This design comes from an exercise in tuning for small area on the open sky130 flow, not from production work. Only simulation tests tie the RTL to the original design; equivalence was not proved. Power is estimated from default activity; no workload was simulated.

==> flow/design.v <==
module ultrasonic(clk, rst, start, echo, trigger, timeout, led, far);
    input        clk, rst, start, echo;
    output       trigger, timeout;
    output [6:0] led;    
    output       far;    
    reg t, a, b;
    wire idle = ~t & ~a & ~b;
    wire wt   = ~a & b;
    wire meas = a & b;
    wire ok   = a & ~b;
    reg [20:0] counter;
    wire en      = t | echo;
    wire ge12    = (counter >= 21'd12);
    wire ge3000  = (counter >= 21'd3000);
    always @(posedge clk) begin
        if (rst | ~en) counter <= 21'd0;
        else           counter <= counter + 21'd1;
        t <= ~rst & ((idle & start) | (t & ~ge12));
        a <= ~rst & ((wt & echo) | meas);
        b <= ~rst & ((t & ge12) | wt | (meas & echo & ~ge3000));
    end
    assign trigger = t;
    assign timeout = ok & ge3000;
    wire [3:0] cls = (counter >= 21'd2900) ? 4'd8 :
                     (counter >  21'd2320) ? 4'd7 :
                     (counter >  21'd1740) ? 4'd6 :
                     (counter >  21'd1450) ? 4'd5 :
                     (counter >  21'd1160) ? 4'd4 :
                     (counter >  21'd870)  ? 4'd3 :
                     (counter >  21'd580)  ? 4'd2 :
                     (counter >  21'd290)  ? 4'd1 : 4'd0;
    reg [3:0] d;
    always @(posedge clk)
        if (rst)               d <= 4'd0;
        else if (meas & echo)  d <= cls;
    assign led[6] = (d > 4'd6);
    assign led[5] = (d > 4'd5);
    assign led[4] = (d > 4'd4);
    assign led[3] = (d > 4'd3);
    assign led[2] = (d > 4'd2);
    assign led[1] = (d > 4'd1);
    assign led[0] = (d > 4'd0);
    assign far    = d[3];
endmodule
module vga(
    input clk,
    input reset,
    output video_on,
    output upper,        
    output [2:0] col,    
    output hsync,
    output vsync,
    output p_tick
    );
    reg       ck;
    reg [9:0] h, v;
    reg       hs, vs;
    wire hend = (h == 10'd799);
    always @(posedge clk) begin
        ck <= ~reset & ~ck;
        if (reset)   h <= 10'd0;
        else if (ck) h <= hend ? 10'd0 : h + 10'd1;
        if (reset)   v <= 10'd0;
        else if (ck & hend) v <= (v == 10'd524) ? 10'd0 : v + 10'd1;
        hs <= ~reset & ~(h >= 10'd656 && h <= 10'd751);
        vs <= ~reset & ~(v >= 10'd513 && v <= 10'd514);
    end
    assign video_on = (h < 10'd640) && (v < 10'd480);
    assign upper = (v < 10'd412);
    assign col = (h < 10'd91)  ? 3'd0 :
                 (h < 10'd182) ? 3'd1 :
                 (h < 10'd273) ? 3'd2 :
                 (h < 10'd364) ? 3'd3 :
                 (h < 10'd455) ? 3'd4 :
                 (h < 10'd546) ? 3'd5 : 3'd6;
    assign hsync = hs;
    assign vsync = vs;
    assign p_tick = ck;
endmodule
module pixel_generation(
    input video_on,
    input upper,
    input [2:0] col,
    output [3:0] px
    );
    wire b2 = ~col[0];
    wire b1 = upper ? ~col[2] : (col[2] & ~col[0]);
    wire b0 = upper ? ~col[1] : (col[1] & ~col[0]);
    wire g  = ~upper & (col == 3'd3);
    assign px = video_on ? {b2, b1, b0, g} : 4'd0;
endmodule
module vga_top(
    input clk,
    input rst,
    input off,
    output hsync,
    output vsync,
    output [11:0] rgb
    );
    wire       ptick, video_on, upper;
    wire [2:0] col;
    vga vc(.clk(clk), .reset(rst | off), .video_on(video_on), .upper(upper),
           .col(col), .hsync(hsync), .vsync(vsync), .p_tick(ptick));
    wire [3:0] px;
    pixel_generation pg(.video_on(video_on), .upper(upper), .col(col), .px(px));
    reg [3:0] q;    
    always @(posedge clk)
        if (rst)        q <= 4'd0;
        else if (ptick) q <= px;
    wire a2 = q[3] | q[0], a1 = q[2] | q[0], a0 = q[1] | q[0];
    assign rgb = {a2, q[3], a2, q[3], a1, q[2], a1, q[2], a0, q[1], a0, q[1]};
endmodule
module top(CLOCK_50, rst, rgb, vsync, hsync, TRIG, ECHO, LED);
    input         CLOCK_50;
    input         rst;       
    output [11:0] rgb;
    output        hsync, vsync;
    output        TRIG;
    input         ECHO;
    output [7:0]  LED;
    localparam [15:0] PING_END = 16'hb4d2;
    reg  [15:0] ping;
    wire        start = (ping == PING_END);
    wire        ping_clr = rst | start;
    always @(posedge CLOCK_50) begin
        ping[0]    <= ~(ping_clr | (ping[15] ^ ping[13] ^ ping[12] ^ ping[10]));
        ping[15:1] <= ~({15{ping_clr}} | ping[14:0]);
    end
    wire far;
    ultrasonic U1(.clk(CLOCK_50), .rst(rst), .start(start), .echo(ECHO),
                  .trigger(TRIG), .timeout(LED[7]), .led(LED[6:0]), .far(far));
    localparam [19:0] TIMER_HIT = 20'hfa6b3;
    reg  [19:0] timer;
    reg         off;
    wire        timer_clr = rst | far;
    always @(posedge CLOCK_50) begin
        timer[0]    <= ~(timer_clr | ~(timer[19] ^ timer[16]));
        timer[19:1] <= ~({19{timer_clr}} | timer[18:0]);
        off         <= ~timer_clr & (off | (timer == TIMER_HIT));
    end
    vga_top vgau(.clk(CLOCK_50), .rst(rst), .off(off),
                 .hsync(hsync), .vsync(vsync), .rgb(rgb));
endmodule
==> flow/run.sh <==
#!/bin/bash
# synth_recipe.tcl (not shown) runs the flow's synth.tcl, then flattens the netlist and writes it again
# the make line also repeats each setting of config.mk as NAME=value (left out here)
make -C /OpenROAD-flow-scripts/flow DESIGN_CONFIG=/design/flow/config.mk WORK_HOME=/design/flow/orfs CLKGATE_MAP_FILE= SYNTH_SCRIPT=/design/flow/synth_recipe.tcl finish
==> flow/config.mk <==
export PLATFORM = sky130hd
export DESIGN_NAME = top
export DESIGN_NICKNAME = top
export VERILOG_FILES = /design/flow/design.v
export SDC_FILE = /design/flow/constraint.sdc
export NUM_CORES = 4
export LEC_CHECK = 0
export ABC_AREA = 1
export CAP_MARGIN = 20
export CORE_MARGIN = 2
export CORE_UTILIZATION = 40
export SLEW_MARGIN = 20
==> flow/constraint.sdc <==
create_clock -name core_clock -period 20.0 [get_ports {CLOCK_50}]
set_input_delay 4.0000 -clock core_clock [delete_from_list [all_inputs] [get_ports {CLOCK_50}]]
set_output_delay 4.0000 -clock core_clock [all_outputs]
set_load 0.01 [all_outputs]
==> results.json, run 1 <==
{
  "regArea_um2": 1840,
  "tns_ns": 0,
  "worstPathRequired_ns": 16.00,
  "worstPathMaxFanout": 13,
  "reg2reg_slack_ns": 17.90,
  "place_congestion": 0.929,
  "ant_nets": 0,
  "fin_crit_ns": 6.55,
  "grt_pass1_vias": 4033,
  "cts_made_buffers": 9,
  "root_buffer": "clkbuf_16",
  "die_height_um": 113,
  "hold_class": "flip-flop to flip-flop",
  "timing.hold.ws_ns": 0.408,
  "cts-htree-levels": 3,
  "syn_area_um2": 4740,
  "synth_cells": 682,
  "cts_sinks": 92,
  "setup_slack_ns": 13.45,
  "clk_pin_slew_ns": 0.07,
  "slew_headroom": 0.515,
  "via_count": 4322,
  "area_growth_syn_to_layout_pct": 11.2,
  "min_period_over_period": 0.328,
  "ys_ff_latch": 92,
  "std_cell_rows": 39,
  "routed_wl_um": 10900,
  "drive_gt1_frac": 0.0767,
  "drt_iter0_drc": 283,
  "worstSetupEndpointType": "primary output",
  "firstDrtPassIters": 5,
  "antenna_cells": 0,
  "grt_pass1_wl_um": 18600,
  "crit_family": "simple AND/OR/NAND/NOR gates",
  "synth_cell_types": 44,
  "finalClockSkew_ns": 0.00455,
  "cts_hold_buf": 0,
  "crit_buf_inv": 1,
  "cts_resized": 0,
  "place_ws_ns": 13.80,
  "path_common_cell": "nand2_1",
  "min_from": "timer[5]",
  "synth_area_per_cell_um2": 6.95,
  "worstSetupStartpointType": "flip-flop",
  "status": "no timing/DRC/antenna violations",
  "synth_nets": 695,
  "cpPeakStageDelay_ns": 0.59,
  "slew_violations": 0,
  "rsz0062_at_grt": "false",
  "fmax_mhz": 153,
  "cts_tree": "done",
  "clockBufferDepth": 2,
  "critPathSlowestCell": "clkdlybuf4s50_1",
  "start_util": 0.413,
  "via_per_inst": 5.18,
  "finalNetCount": 699,
  "ys_warn_count": 4,
  "num-fill-cells": 1141,
  "core_um2": 11500,
  "overflow": 0,
  "startpoint": "U1.counter[16]",
  "final_cell_mix": "nand2_1, nor2_1, dfxtp_1, inv_1, a21oi_1",
  "reg2reg_to": "U1.d[0]",
  "grt_use_total": 0.179,
  "utilization": 0.459,
  "final_common_cell": "nand2_1",
  "routedWlPerCell_um": 13.0,
  "hold_end": "timer[6]",
  "hpwl_um": 8330,
  "reg2reg_from": "U1.counter[16]",
  "worstSetupPathType": "flip-flop to primary output",
  "antenna_found_initial": 0,
  "postCtsSetupBuffers": 0,
  "worstPathArrival_ns": 2.55,
  "crit_chain": "nor2_1 -> nand2_1 -> nor2_2 -> nand4_1 -> nand2_1 -> a21oi_1 -> nor3_1 -> clkdlybuf4s50_1",
  "r2r_cells": 9,
  "holdPathStages": 1,
  "fp.dieW_um": 113,
  "port_buffers": 25,
  "grt_max_degree": 22,
  "multi_input_area_um2": 2360,
  "p_leak_nw": 2.22,
  "ir_drop_v": 0.0000534,
  "setup-violations-final": 0,
  "finalHoldViolCount": 0,
  "p_per_area_nw_per_um2": 72.2,
  "die_area_um2": 12700,
  "route.detailed.drc": 0,
  "clkLatencyLatePin_ns": 0.35,
  "seq_area_frac_synth": 0.389,
  "tightest_slew_ns": 0.721,
  "ios": 26,
  "maxCapViolCount": 0
}
==> flip-flops by register name (all words and copies together), names as in the netlist <==
register / cells
U1.counter: 21
timer: 20
ping: 16
vgau.vc.h: 10
vgau.vc.v: 10
U1.d: 4
vgau.q: 4
U1.a: 1
U1.b: 1
U1.t: 1
off: 1
vgau.vc.ck: 1
vgau.vc.hs: 1
vgau.vc.vs: 1
==> Yosys cell counts, drive strengths merged <==
master,number,area [um2]
buf,28,184
a31oi,3,18.8
nand2,132,513
nand3,37,185
clkinv,1,3.75
nor4,12,90.1
clkbuf,5,18.8
xor2,3,26.3
ha,10,125
dfxtp,92,1840
nand3b,1,7.51
o31ai,1,7.51
o21ai,35,175
a2111oi,1,10.0
o22ai,1,6.26
o311ai,2,17.5
nand4,22,150
nor3,24,136
nor2,122,515
o41ai,1,8.76
o211ai,2,15.0
a21oi,38,190
inv,88,330
o2111ai,1,8.76
o221ai,1,8.76
or2,4,25.0
xnor2,4,35.0
nor3b,3,22.5
a41oi,2,17.5
a211oi,4,30.0
and3,2,12.5
==> cell type report <==
cell class / count / area share
clock buffer: 9 / 0.0428
timing repair buffer: 26 / 0.0489
clock inverter: 7 / 0.0133
sequential: 92 / 0.350
multi-input combinational: 468 / 0.448
tap: 143 / 0.0340
inverter: 89 / 0.0634
==> per-layer routing <==
metal  track usage  vias to the layer above  routed length, um
li1              -                     2219                  -
met1         0.236                     1953               5130
met2         0.280                      117               4840
met3        0.0407                       33                538
met4        0.0837                        0                348
met5             0                        -                  0
==> kinds of logic (layout without fill, tap and decap cells) <==
group                      count (synthesis)  count (layout)  share of synthesized area
adders and majority gates                 10              10                     0.0264
buffers and inverters                    122             131                      0.113
DFF                                       92              92                      0.389
xor gates and xnor gates                   7               7                     0.0129
and+or+nand+nor                          359             359                      0.350
AOI/OAI and AO/OA                         92              92                      0.109
==> stage by stage <==
step	instances	power (mW)	area, um2
after floorplan	682	0.212	4740
after global placement	818	0.217	4970
after detailed placement	818	0.218	4970
after CTS	834	0.387	5270
after global routing	834	0.398	5270
final	834	0.380	5270
==> worst max-delay path by stage <==
| stage | to | slack, ns | depth (start not counted) |
|---|---|---|---|
| final | LED[7] | 13.45 | 8 |
| after global routing | LED[7] | 13.25 | 8 |
| after CTS | LED[7] | 13.40 | 8 |
| after detailed placement | LED[7] | 13.80 | 8 |
| after global placement | LED[7] | 13.82 | 8 |
| after floorplan | LED[7] | 14.70 | 9 |
==> where the power goes <==
group          leakage [nW]  internal, mW  total [mW]  switching [mW]
Sequential            0.755         0.190       0.195         0.00455
Clock                 0.147        0.0879       0.167          0.0790
Combinational          1.32       0.00826      0.0184          0.0101
Total                  2.22         0.286       0.380          0.0937
==> run 2: changes to the inputs <==
--- a/flow/config.mk
+++ b/flow/config.mk
@@ -6,5 +6,4 @@
 export NUM_CORES = 4
 export LEC_CHECK = 0
-export ABC_AREA = 1
 export CAP_MARGIN = 20
 export CORE_MARGIN = 2
==> results.json, run 2 <==
{
  "status": "no timing/DRC/antenna violations",
  "hpwl_um": 5810,
  "synth_edf_count": 0,
  "worstSetupStartpointType": "flip-flop",
  "min_period_over_period": 0.325,
  "via_count": 3401,
  "worstPathMaxFanout": 5,
  "synth_cell_types": 64,
  "fp.dieW_um": 108,
  "grt_use_total": 0.154,
  "clockBufferDepth": 2,
  "cts_hold_buf": 0,
  "crit_chain": "nor4_1 -> nand2_1 -> or2_0 -> a21oi_1 -> nor3b_1 -> clkdlybuf4s50_1",
  "die_height_um": 108,
  "synthAdderAreaFrac": 0.0289,
  "cts_sinks": 92,
  "synthArstFlopShare": 0,
  "crit_family": "simple AND/OR/NAND/NOR gates",
  "reg_top3": "U1.counter x21, timer x20, ping x16",
  "clkLatencyLatePin_ns": 0.37,
  "grt_max_degree": 22,
  "clk_pin_slew_ns": 0.10,
  "worstPathArrival_ns": 2.51,
  "antenna_found_initial": 0,
  "rsz0062_at_grt": "false",
  "synth_area_per_cell_um2": 8.47,
  "startpoint": "U1.counter[13]",
  "ys_warn_count": 4,
  "start_util": 0.405,
  "synth_most_common_cell": "nor2_1",
  "synth_cells": 512,
  "synth_top_area_frac": 0.425,
  "routedWlPerCell_um": 13.0,
  "tightest_slew_ns": 0.888,
  "synth_top_family_by_area": "simple AND/OR/NAND/NOR gates",
  "setup_slack_ns": 13.49,
  "yosys-mux-area-fraction": 0.00462,
  "worstPathRequired_ns": 16.00,
  "firstDrtPassIters": 5,
  "maxCapViolCount": 0,
  "crit_buf_inv": 1,
  "cts_resized": 0,
  "area_growth_syn_to_layout_pct": 9.90,
  "ys_ff_latch": 92,
  "port_buffers": 25,
  "synthFlopType": "dfxtp_1",
  "cpPeakStageDelay_ns": 0.53,
  "seq_area_frac_synth": 0.425,
  "syn_area_um2": 4340,
  "cts_tree": "done",
  "place_ws_ns": 13.98,
  "routed_wl_um": 8480,
  "reg2reg_slack_ns": 17.67,
  "postCtsSetupBuffers": 0,
  "drt_iter0_drc": 197,
  "ir_drop_v": 0.0000328,
  "finalHoldViolCount": 0,
  "worstSetupPathType": "flip-flop to primary output",
  "fmax_mhz": 154,
  "ant_nets": 0,
  "worstSetupEndpointType": "primary output",
  "synth-simple-area-share": 0.275,
  "setup-violations-final": 0,
  "path_depth": 6,
  "r2r_cells": 6,
  "final_common_cell": "nor2_1",
  "reg2reg_to": "U1.counter[18]",
  "yosys-top-cells-area": "dfxtp_1, nor2_1, xor2_1, xnor2_1, ha_1",
  "yosysTopAreaCell": "dfxtp_1",
  "route.detailed.drc": 0,
  "synth_nets": 525,
  "synthXorXnorAreaFrac": 0.0848,
  "overflow": 0,
  "slew_headroom": 0.408,
  "grt_pass1_wl_um": 14500,
  "die_area_um2": 11700,
  "tns_ns": 0,
  "top_register": "U1.counter",
  "finalClockSkew_ns": 0.0114,
  "dp.cells": 634,
  "hold_class": "flip-flop to flip-flop",
  "p_per_area_nw_per_um2": 72.9,
  "place_congestion": 0.882,
  "final_cell_mix": "nor2_1, dfxtp_1, nand2_1, clkdlybuf4s50_1, xor2_1",
  "crit_end": "LED[7]",
  "ios": 26,
  "cts_made_buffers": 9,
  "finalNetCount": 518,
  "root_buffer": "clkbuf_8",
  "drive_gt1_frac": 0.0529,
  "largest_reg_flops": 21,
  "fin_crit_ns": 6.51,
  "p_leak_nw": 1.78,
  "finalNonFillerCells": 650,
  "yosys-top-cells-count": "nor2_1, dfxtp_1, nand2_1",
  "reg2reg_from": "U1.counter[8]",
  "antenna_cells": 0,
  "via_per_inst": 5.23,
  "critPathSlowestCell": "nor4_1",
  "core_um2": 10700,
  "grt_pass1_vias": 3108,
  "holdPathStages": 1,
  "synth_compound_area_frac": 0.125,
  "p_total_uw": 347,
  "num-fill-cells": 1055,
  "cts-htree-levels": 3,
  "slew_violations": 0,
  "std_cell_rows": 38
}
run 2: changes by cell type in the layout (fill, tap and decap cells not counted), moves of 11 or more:
cell | previous run | this run
nand2_1 | 127 | 32
inv_1 | 77 | 9
o21ai_0 | 27 | 2
nand3_1 | 37 | 13
xor2_1 | 3 | 23
a21oi_1 | 38 | 19
xnor2_1 | 4 | 19
inv_2 | 11 | 0
run 2: worst min path at each step:
stage / from / endpoint / slack, ns
detailed placement: timer[15] / timer[16] / 0.40
global placement: timer[6] / timer[7] / 0.39
CTS: timer[13] / timer[14] / 0.42
global route: timer[2] / timer[3] / 0.43
finish: timer[15] / timer[16] / 0.41
floorplan: timer[2] / timer[3] / 0.38
run 2: cell type report:
type,count,area (um2),area share
multi-input cells,368,2250,0.473
flip-flops and latches,92,1840,0.386
repair buffers,25,250,0.0525
well taps,140,175,0.0368
clock buffers,9,124,0.0260
clock inverters,7,88.8,0.0186
inverters,9,33.8,0.00709
run 2: layer usage:
layer	up-vias	routed length, um	GRT usage
li1	1737	-	-
met1	1591	4240	0.208
met2	62	3750	0.234
met3	11	361	0.0319
met4	0	121	0.0751
met5	-	0	0
run 2: kinds of logic (layout without fill, tap and decap cells):
family | count (synthesis) | in the layout
flops | 92 | 92
xor+xnor | 42 | 42
fa+ha+maj | 10 | 10
simple gates | 236 | 236
buf+inv | 52 | 50
mux | 2 | 2
compound gates | 78 | 78
run 2: where the power goes:
group	internal, mW	switching (mW)	leakage [nW]
sequential	0.190	0.00506	0.755
combinational	0.00894	0.00874	0.914
clock	0.0610	0.0732	0.106
total	0.260	0.0870	1.78
run 2: through the flow:
step / hold slack (ns) / area, um2 / utilization
3_5_place_dp: 0.396 / 4550 / 0.425
6_report: 0.410 / 4770 / 0.445
3_3_place_gp: 0.390 / 4550 / 0.425
5_1_grt: 0.429 / 4770 / 0.445
4_1_cts: 0.415 / 4760 / 0.445
2_1_floorplan: 0.383 / 4340 / -
==> run 3: changes to the inputs <==
==> flow/flow/run.sh (new file) <==
#!/bin/bash
# Layout flow: the standard ORFS flow (standard.sh) with three changes
#  - port buffers use the smallest buffer (buf_1) instead of clkdlybuf4s50_1,
#  - the clock tree uses clkbuf_8 with larger sink clusters and no dummy loads,
#  - power recovery (downsizing on paths with slack) after global routing.
# The whole make output goes to flow_make.log in the work folder.
set -euo pipefail
bash standard.sh \
  "BUFFER_PORTS_ARGS=-buffer_cell sky130_fd_sc_hd__buf_1" \
  "CTS_ARGS=-sink_clustering_enable -repair_clock_nets -buf_list sky130_fd_sc_hd__clkbuf_8 -sink_clustering_size 30 -dont_use_dummy_load" \
  "RECOVER_POWER=100" \
  finish > flow_make.log 2>&1
==> flow/standard.sh (new file) <==
#!/bin/bash
# synth_recipe.tcl (not shown) runs the flow's synth.tcl, then flattens the netlist and writes it again
# the make line also repeats each setting of config.mk as NAME=value (left out here)
make -C /OpenROAD-flow-scripts/flow DESIGN_CONFIG=/design/flow/config.mk WORK_HOME=/design/flow/orfs CLKGATE_MAP_FILE= SYNTH_SCRIPT=/design/flow/synth_recipe.tcl "${@:-finish}"
removed: flow/run.sh
==> results.json, run 3 <==
{
  "status": "failed layout checks",
  "failed_checks": "max-capacitance violations, max-slew violations",
  "route.detailed.drc": 0,
  "reg_top3": "U1.counter x21, timer x20, ping x16",
  "synth_edf_count": 0,
  "min_period_over_period": 0.303,
  "synth_top_area_frac": 0.425,
  "overflow": 0,
  "finalNetCount": 518,
  "fmax_mhz": 165,
  "grt_pass1_wl_um": 14600,
  "antenna_cells": 0,
  "clk_pin_slew_ns": 0.09,
  "area_growth_syn_to_layout_pct": 3.98,
  "finalNonFillerCells": 643,
  "antenna_found_initial": 0,
  "worstPathRequired_ns": 16.00,
  "cts_hold_buf": 0,
  "drive_gt1_frac": 0.0358,
  "fp.dieW_um": 108,
  "clockBufferDepth": 2,
  "p_per_area_nw_per_um2": 67.9,
  "port_buffers": 25,
  "cts_sinks": 92,
  "cts_resized": 0,
  "ys_warn_count": 4,
  "ios": 26,
  "yosysTopAreaCell": "dfxtp_1",
  "worstSetupStartpointType": "flip-flop",
  "via_per_inst": 5.35,
  "worstPathArrival_ns": 2.06,
  "maxCapViolCount": 1,
  "setup-violations-final": 0,
  "die_area_um2": 11700,
  "tns_ns": 0,
  "postCtsSetupBuffers": 0,
  "hold_class": "flip-flop to flip-flop",
  "tightest_slew_ns": 1.54,
  "top_register": "U1.counter",
  "core_um2": 10700,
  "clkLatencyLatePin_ns": 0.35,
  "setup_slack_ns": 13.94,
  "largest_reg_flops": 21,
  "fin_crit_ns": 6.06,
  "finalClockSkew_ns": 0.0202,
  "worstSetupPathType": "flip-flop to primary output",
  "finalHoldViolCount": 0,
  "timing.hold.ws_ns": 0.406,
  "syn_area_um2": 4340,
  "routedWlPerCell_um": 13.3,
  "reg2reg_slack_ns": 17.61,
  "final_cell_mix": "nor2_1, dfxtp_1, nand2_1, xor2_1, buf_1",
  "routed_wl_um": 8580,
  "slew_violations": 22,
  "dp.cells": 634,
  "drt_iter0_drc": 204,
  "die_height_um": 108,
  "place_ws_ns": 14.31,
  "seq_area_frac_synth": 0.425,
  "placed_area_um2": 4400,
  "synthFlopType": "dfxtp_1",
  "via_count": 3438,
  "grt_use_total": 0.155,
  "cts_tree": "done",
  "synth_cells": 512,
  "ant_nets": 0,
  "root_buffer": "clkbuf_8",
  "ir_drop_v": 0.0000278,
  "rsz0062_at_grt": "false",
  "worstPathMaxFanout": 4,
  "cts_made_buffers": 9,
  "ys_ff_latch": 92,
  "yosys-top-cells-area": "dfxtp_1, nor2_1, xor2_1, xnor2_1, ha_1",
  "slew_headroom": -0.0284,
  "grt_max_degree": 22,
  "std_cell_rows": 38,
  "cts-htree-levels": 3,
  "final_common_cell": "nor2_1",
  "yosys-top-cells-count": "nor2_1, dfxtp_1, nand2_1",
  "p_leak_nw": 1.67,
  "start_util": 0.405,
  "synth_most_common_cell": "nor2_1",
  "worstSetupEndpointType": "primary output",
  "firstDrtPassIters": 4,
  "hpwl_um": 5890,
  "grt_pass1_vias": 3065,
  "place_congestion": 0.877,
  "fin_area_um2": 4510,
  "synthArstFlopShare": 0,
  "synth_area_per_cell_um2": 8.47,
  "synth_nets": 525,
  "synth_cell_types": 64
}
-- run 3: final timing paths --
check,depth (start not counted),from,endpoint
max,6,U1.counter[14],LED[7]
min,1,timer[3],timer[4]
max reg2reg,6,U1.counter[6],U1.counter[20]
min reg2reg,1,timer[3],timer[4]
-- run 3: worst max-delay path, cell delays in order, from the launching register on --
cell and delay (ns):
dfxtp_1 0.34, nor4_1 0.49, nand2_1 0.22, or2_0 0.27, a21oi_1 0.18, nor3b_1 0.09, buf_1 0.13
-- run 3: cells by family (layout without fill, tap and decap cells) --
logic type,after synthesis,after routing,synth area share
AND/OR/NAND/NOR,236,236,0.275
flip-flops,92,92,0.425
AO/OA/AOI/OAI,78,78,0.125
buffers and inverters,52,43,0.0571
XOR/XNOR,42,42,0.0848
adder cells (fa/ha/maj),10,10,0.0289
multiplexers,2,2,0.00462
-- run 3: report_power, final --
part | switching, mW | internal [mW] | total, mW | leakage, nW
clock network | 0.0553 | 0.0404 | 0.0956 | 0.0647
logic | 0.00888 | 0.00615 | 0.0150 | 0.846
registers | 0.00514 | 0.190 | 0.195 | 0.755
total | 0.0693 | 0.237 | 0.306 | 1.67
-- run 3: stage by stage --
step	util	total power, mW
global placement	0.411	0.214
CTS	0.422	0.311
global route	0.422	0.320
detailed placement	0.411	0.215
floorplan	-	0.212
finish	0.422	0.306
-- run 3: metal layers --
layer  vias to the layer above  global-route usage  part of all wire
met5                         -                   0                 0
met4                         0              0.0760             0.020
met3                        14              0.0271             0.043
met2                        74               0.225              0.42
met1                      1608               0.221              0.52
li1                       1742                   -                 -
-- run 3: final cells by class --
cell class	count	area, um2
well taps	140	175
repair buffers	25	93.8
multi-input cells	368	2240
flip-flops and latches	92	1840
clock buffers	9	124
inverters	9	33.8
fillers	1078	6190
==> run 4: changes to the inputs <==
==> flow/flow/run.sh (replaced) <==
#!/bin/bash
# Layout flow: the standard ORFS flow (standard.sh) with two changes
#  - port buffers use the smallest buffer (buf_1) instead of clkdlybuf4s50_1,
#  - the clock tree uses clkbuf_8 with larger sink clusters and no dummy loads,

# The whole make output goes to flow_make.log in the work folder.
set -euo pipefail
bash standard.sh \
  "BUFFER_PORTS_ARGS=-buffer_cell sky130_fd_sc_hd__buf_1" \
  "CTS_ARGS=-sink_clustering_enable -repair_clock_nets -buf_list sky130_fd_sc_hd__clkbuf_8 -sink_clustering_size 30 -dont_use_dummy_load" \
  finish > flow_make.log 2>&1
==> results.json, run 4 <==
{
  "hpwl_um": 5890,
  "cts_resized": 0,
  "drive_gt1_frac": 0.0398,
  "placed_area_um2": 4400,
  "slew_headroom": 0.284,
  "finalNonFillerCells": 643,
  "grt_pass1_vias": 3065,
  "port_buffers": 25,
  "die_height_um": 108,
  "cts_hold_buf": 0,
  "tightest_slew_ns": 1.05,
  "critPathSlowestCell": "nor4_1",
  "reg_top3": "U1.counter x21, timer x20, ping x16",
  "p_leak_nw": 1.67,
  "clockBufferDepth": 2,
  "synthFlopType": "dfxtp_1",
  "worstPathRequired_ns": 16.00,
  "status": "no timing/DRC/antenna violations",
  "firstDrtPassIters": 4,
  "synth_cell_types": 64,
  "postCtsSetupBuffers": 0,
  "worstSetupStartpointType": "flip-flop",
  "final_cell_mix": "nor2_1, dfxtp_1, nand2_1, buf_1, xor2_1",
  "grt_max_degree": 22,
  "final_common_cell": "nor2_1",
  "synth_most_common_cell": "nor2_1",
  "hold_class": "flip-flop to flip-flop",
  "crit_chain": "nor4_1 -> nand2_1 -> or2_0 -> a21oi_1 -> nor3b_1 -> buf_1",
  "ios": 26,
  "rsz0062_at_grt": "false",
  "fin_crit_ns": 6.09,
  "synthArstFlopShare": 0,
  "start_util": 0.405,
  "p_total_uw": 307,
  "overflow": 0,
  "syn_area_um2": 4340,
  "antenna_cells": 0,
  "top_register": "U1.counter",
  "die_area_um2": 11700,
  "cpPeakStageDelay_ns": 0.49,
  "min_period_over_period": 0.305,
  "synth_cells": 512,
  "fp.dieW_um": 108,
  "synth_edf_count": 0,
  "cts-htree-levels": 3,
  "p_per_area_nw_per_um2": 67.9,
  "tns_ns": 0,
  "setup-violations-final": 0,
  "via_per_inst": 5.36,
  "worstSetupPathType": "flip-flop to primary output",
  "yosys-top-cells-area": "dfxtp_1, nor2_1, xor2_1, xnor2_1, ha_1",
  "worstPathArrival_ns": 2.09,
  "synth_top_area_frac": 0.425,
  "synth_nets": 525,
  "via_count": 3444,
  "std_cell_rows": 38,
  "ir_drop_v": 0.0000278,
  "fin_area_um2": 4520,
  "drt_iter0_drc": 214,
  "grt_use_total": 0.155,
  "finalHoldViolCount": 0,
  "crit_buf_inv": 1,
  "synth_area_per_cell_um2": 8.47,
  "worstSetupEndpointType": "primary output",
  "worstPathMaxFanout": 4,
  "fmax_mhz": 164,
  "seq_area_frac_synth": 0.425,
  "grt_pass1_wl_um": 14600,
  "ant_nets": 0,
  "cts_sinks": 92,
  "yosysTopAreaCell": "dfxtp_1",
  "crit_family": "simple AND/OR/NAND/NOR gates",
  "routed_wl_um": 8590,
  "antenna_found_initial": 0,
  "ys_warn_count": 4,
  "cts_made_buffers": 9,
  "finalClockSkew_ns": 0.0200,
  "route.detailed.drc": 0,
  "root_buffer": "clkbuf_8",
  "area_growth_syn_to_layout_pct": 4.21,
  "cts_tree": "done",
  "slew_violations": 0,
  "ys_ff_latch": 92,
  "core_um2": 10700,
  "routedWlPerCell_um": 13.4,
  "largest_reg_flops": 21,
  "place_congestion": 0.877,
  "yosys-top-cells-count": "nor2_1, dfxtp_1, nand2_1",
  "maxCapViolCount": 0,
  "dp.cells": 634,
  "clkLatencyLatePin_ns": 0.35,
  "finalNetCount": 518,
  "clk_pin_slew_ns": 0.09
}
run 4: worst reg2reg max path: stages, from the launching register on:
cell     delay (ns)
dfxtp_1        0.68
nand4_1        0.26
or3_1          0.49
nor3_1         0.41
nand3_1        0.16
xor2_1         0.16
nor2_1         0.05
run 4: report_power, final:
| part | internal (mW) | switching (mW) | total (mW) |
|---|---|---|---|
| sequential | 0.190 | 0.00512 | 0.195 |
| clock | 0.0404 | 0.0558 | 0.0962 |
| combinational | 0.00617 | 0.00891 | 0.0151 |
| total | 0.237 | 0.0699 | 0.307 |
run 4: per-stage QoR:
stage	hold slack [ns]	utilization	setup WS, ns
2_1_floorplan	0.383	-	14.53
3_3_place_gp	0.393	0.411	14.36
3_5_place_dp	0.396	0.411	14.31
4_1_cts	0.401	0.422	13.91
5_1_grt	0.419	0.422	13.71
6_report	0.406	0.422	13.91
run 4: per-layer routing:
| layer | up-vias | routed length (um) | track usage |
|---|---|---|---|
| li1 | 1741 | - | - |
| met1 | 1618 | 4460 | 0.221 |
| met2 | 72 | 3610 | 0.225 |
| met3 | 13 | 350 | 0.0271 |
| met4 | 0 | 169 | 0.0760 |
| met5 | - | 0 | 0 |
run 4: area by class of cell:
type / instances / area, um2
multi-input cells: 368 / 2250
flip-flops and latches: 92 / 1840
inverters: 9 / 33.8
fillers: 1074 / 6180
clock buffers: 9 / 124
repair buffers: 25 / 93.8
well taps: 140 / 175
run 4: cell families (layout without fill, tap and decap cells):
kind of cell	count (synthesis)	in the layout	share of synthesized area
and+or+nand+nor	236	236	0.275
xor gates and xnor gates	42	42	0.0848
adders and majority gates	10	10	0.0289
AOI/OAI and AO/OA	78	78	0.125
DFF	92	92	0.425
muxes	2	2	0.00462
buffers and inverters	52	43	0.0571
run 4: worst paths after layout:
check / from / endpoint / slack [ns] / cells past startpoint
worst min-delay path: timer[3] / timer[4] / 0.41 / 1
worst min register to register: timer[3] / timer[4] / 0.41 / 1
worst max-delay path: U1.counter[14] / LED[7] / 13.91 / 6
worst max register to register: U1.counter[6] / U1.counter[20] / 17.65 / 6

-- static timing again, ports no longer ideal --
In the flow no input, the clock included, has a driving cell. The finished layouts below were timed again as built, in two steps.
Step 1, drivers: a clkbuf_16 drives CLOCK_50 and a buf_2 each remaining input, both assumed.
Step 2 also shifts input and output timing later by t, the mid clock arrival at the registers, as if the neighbouring blocks saw the same clock.
Slacks: no drivers / after step 1 / after step 2; pairs: no drivers / after step 1.
run | t, ns | setup WS [ns] | worst slew at a driven data input, ns | pins driven straight from the clock port
run 1 | 0.382 | 13.446 / 13.409 / 13.791 | 0.03 | 1
run 2 | 0.402 | 13.493 / 13.460 / 13.862 | 0.03 | 1
run 3 | 0.377 | 13.943 / 13.908 / 14.285 | 0.05 | 1
run 4 | 0.379 | 13.909 / 13.875 / 14.254 | 0.05 | 1
